Background: an optimization exercise with open tools, aiming at small area, a short achievable clock period and few clock cycles. Do not read the settings as production practice. Only simulation tests tie the RTL to the original design; equivalence was not proved. Power and IR drop assume default switching activity.

==> flow/design.v (excerpt) <==
module nn_image_top #(
 parameter int IMG_W = 8,
 parameter int IMG_H = 8
)(
 input logic clk,
 input logic rst,
 input logic in_valid,
 input logic signed [8:0] in_pixel,
 input logic signed [7:0] k00, k01, k02,
 input logic signed [7:0] k10, k11, k12,
 input logic signed [7:0] k20, k21, k22,
 input logic signed [7:0] bias,
 input logic signed [7:0] scale,
 input logic signed [7:0] offset,
 input logic signed [7:0] w0,
 input logic signed [7:0] w1,
 input logic signed [7:0] w2,
 output logic out_valid,
 output logic signed [21:0] conv_result,
 output logic signed [21:0] norm_result,
 output logic signed [39:0] acc0,
 output logic signed [39:0] acc1,
 output logic signed [39:0] acc2,
 output logic [2:0] out_x,
 output logic [2:0] out_y
);
 logic [8:0] pix0;
 logic v0, rst_q;
 logic [7:0] k_q [0:8];
 logic [7:0] bias_q, scale_q, offset_q;
 logic [7:0] w_q [0:2];
 always_ff @(posedge clk) begin
  pix0 <= in_pixel;
  v0 <= in_valid & ~rst;
  rst_q <= rst;
  k_q[0] <= k00; k_q[1] <= k01; k_q[2] <= k02;
  k_q[3] <= k10; k_q[4] <= k11; k_q[5] <= k12;
  k_q[6] <= k20; k_q[7] <= k21; k_q[8] <= k22;
  bias_q <= bias; scale_q <= scale; offset_q <= offset;
  w_q[0] <= w0; w_q[1] <= w1; w_q[2] <= w2;
 end
 logic [3:0] kb0_one, kb0_two, kb0_neg;
 logic [3:0] kb1_one, kb1_two, kb1_neg;
 logic [3:0] kb2_one, kb2_two, kb2_neg;
 logic [3:0] kb3_one, kb3_two, kb3_neg;
 logic [3:0] kb4_one, kb4_two, kb4_neg;
 logic [3:0] kb5_one, kb5_two, kb5_neg;
 logic [3:0] kb6_one, kb6_two, kb6_neg;
 logic [3:0] kb7_one, kb7_two, kb7_neg;
 logic [3:0] kb8_one, kb8_two, kb8_neg;
 logic [3:0] scb_one, scb_two, scb_neg;
 logic [3:0] wb0_one, wb0_two, wb0_neg;
 logic [3:0] wb1_one, wb1_two, wb1_neg;
  ...
For scale: ~4000 cells after synthesis, roughly 990 flip-flops, roughly 300 I/O pins, about 0.052 mm² of cells after synthesis.
==> flow/config.mk <==
export PLATFORM = sky130hd
export DESIGN_NAME = nn_image_top
export DESIGN_NICKNAME = nn_image_top
export VERILOG_FILES = /design/flow/design.v
export SDC_FILE = /design/flow/constraint.sdc
export NUM_CORES = 4
export LEC_CHECK = 0
export CAP_MARGIN = 20
export CORE_MARGIN = 2
export CORE_UTILIZATION = 62
export CTS_CLUSTER_DIAMETER = 100
export CTS_CLUSTER_SIZE = 20
export PLACE_DENSITY = 0.72
export SLEW_MARGIN = 20
export SYNTH_HIERARCHICAL = 1
==> flow/constraint.sdc <==
create_clock -name core_clock -period 12.0 [get_ports {clk}]
set_input_delay 2.4000 -clock core_clock [delete_from_list [all_inputs] [get_ports {clk}]]
set_output_delay 2.4000 -clock core_clock [all_outputs]
set_load 0.01 [all_outputs]
standard.sh (not shown) runs the stock make flow with config.mk's settings and CLKGATE_MAP_FILE= SYNTH_SCRIPT=/design/flow/synth_recipe.tcl, a recipe that flattens the netlist after the stock synthesis.
==> flow/flow/run.sh <==
#!/bin/bash
# Own layout flow: the standard ORFS flow (standard.sh), with these changes to how the
# layout is made, none to the design's constraints (clock period, I/O delays, loads):
#  1. synthesis maps logic with ORFS's ABC speed script minus its final buffer/upsize/dnsize
#     steps (the registers are exactly the standard synthesis's; only gate sizes differ);
#  2. the port buffers that ORFS inserts at global placement are buf_4 cells;
#  3. repair_timing works on every path slower than about 3.5 ns (SETUP_SLACK_MARGIN),
#     not only on paths that miss the 12 ns clock.
# Each tool's output goes to a log file in this folder.
set -euo pipefail
W=$(pwd)
mkdir -p "$W/scripts_mod"
cp -r "$FLOW_HOME/scripts/." "$W/scripts_mod/"
sed -i -e '/^buffer -c$/d' -e '/^upsize -c$/d' -e '/^dnsize -c$/d' "$W/scripts_mod/abc_speed.script"
SCRIPTS_DIR="$W/scripts_mod" bash standard.sh synth > "$W/synth.log" 2>&1
SETUP_SLACK_MARGIN=8.5 BUFFER_PORTS_ARGS="-buffer_cell sky130_fd_sc_hd__buf_4" bash standard.sh > "$W/layout.log" 2>&1
test -f "$W/out/final.def"
The first run went through all stages and came out clean.
Testbench counts at the start, summed over its fixed seeds: cycles 8,256.
==> next run, changes <==
--- a/flow/flow/run.sh
+++ b/flow/flow/run.sh
@@ -5,3 +5,4 @@
 #     steps (the registers are exactly the standard synthesis's; only gate sizes differ);
-#  2. the port buffers that ORFS inserts at global placement are buf_4 cells;
+#  2. the port buffers that ORFS inserts at global placement are buf_1 cells (timing repair
+#     then sizes them up where needed);
 #  3. repair_timing works on every path slower than about 3.5 ns (SETUP_SLACK_MARGIN),
@@ -15,3 +16,3 @@
 SCRIPTS_DIR="$W/scripts_mod" bash standard.sh synth > "$W/synth.log" 2>&1
-SETUP_SLACK_MARGIN=8.5 BUFFER_PORTS_ARGS="-buffer_cell sky130_fd_sc_hd__buf_4" bash standard.sh > "$W/layout.log" 2>&1
+SETUP_SLACK_MARGIN=8.5 BUFFER_PORTS_ARGS="-buffer_cell sky130_fd_sc_hd__buf_1" bash standard.sh > "$W/layout.log" 2>&1
 test -f "$W/out/final.def"
- CTS_CLUSTER_DIAMETER: 100 -> 120
- CTS_CLUSTER_SIZE: 20 -> 25
- via count barely changes
- synthesized cell count does not change
- clock skew rose by 0.013 ns
- total power fell by a few percent
- global-route usage fell by 0.19 points
- final cell count hardly moves
- register-to-register slack is better by 0.06 ns
- critical path depth is unchanged
- setup slack is better by 0.012 ns
- sequential cell count stays the same
- first-iteration DRC count rose by about a fifth

## port drivers added, routing unchanged
In the flow no input, the clock included, has a driving cell. The finished layouts below were timed again as built, in two steps.
Step 1: set_driving_cell puts a clkbuf_16 on clk and a buf_2 on each other input, an assumption about the parent block.
Step 2 adds t to the input delays and takes it off the output delays; t is the mean of the earliest and latest rising clock arrival at the registers after step 1. Input paths then give back, and output paths get back, about the clock's delay inside the block.
Three values: ideal, step 1, step 2; two values: the first two.
run | t, ns | slack for setup (ns) | latest minus earliest clock arrival (ns) | worst slew at a driven data input, ns | pins driven straight from the clock port
the first run | 0.704 | 8.465 / 8.396 / 8.574 | 0.023 / 0.023 | 0.16 | 1
the second run | 0.695 | 8.477 / 8.407 / 8.631 | 0.034 / 0.035 | 0.18 | 1
After both steps every run listed still meets setup and hold.
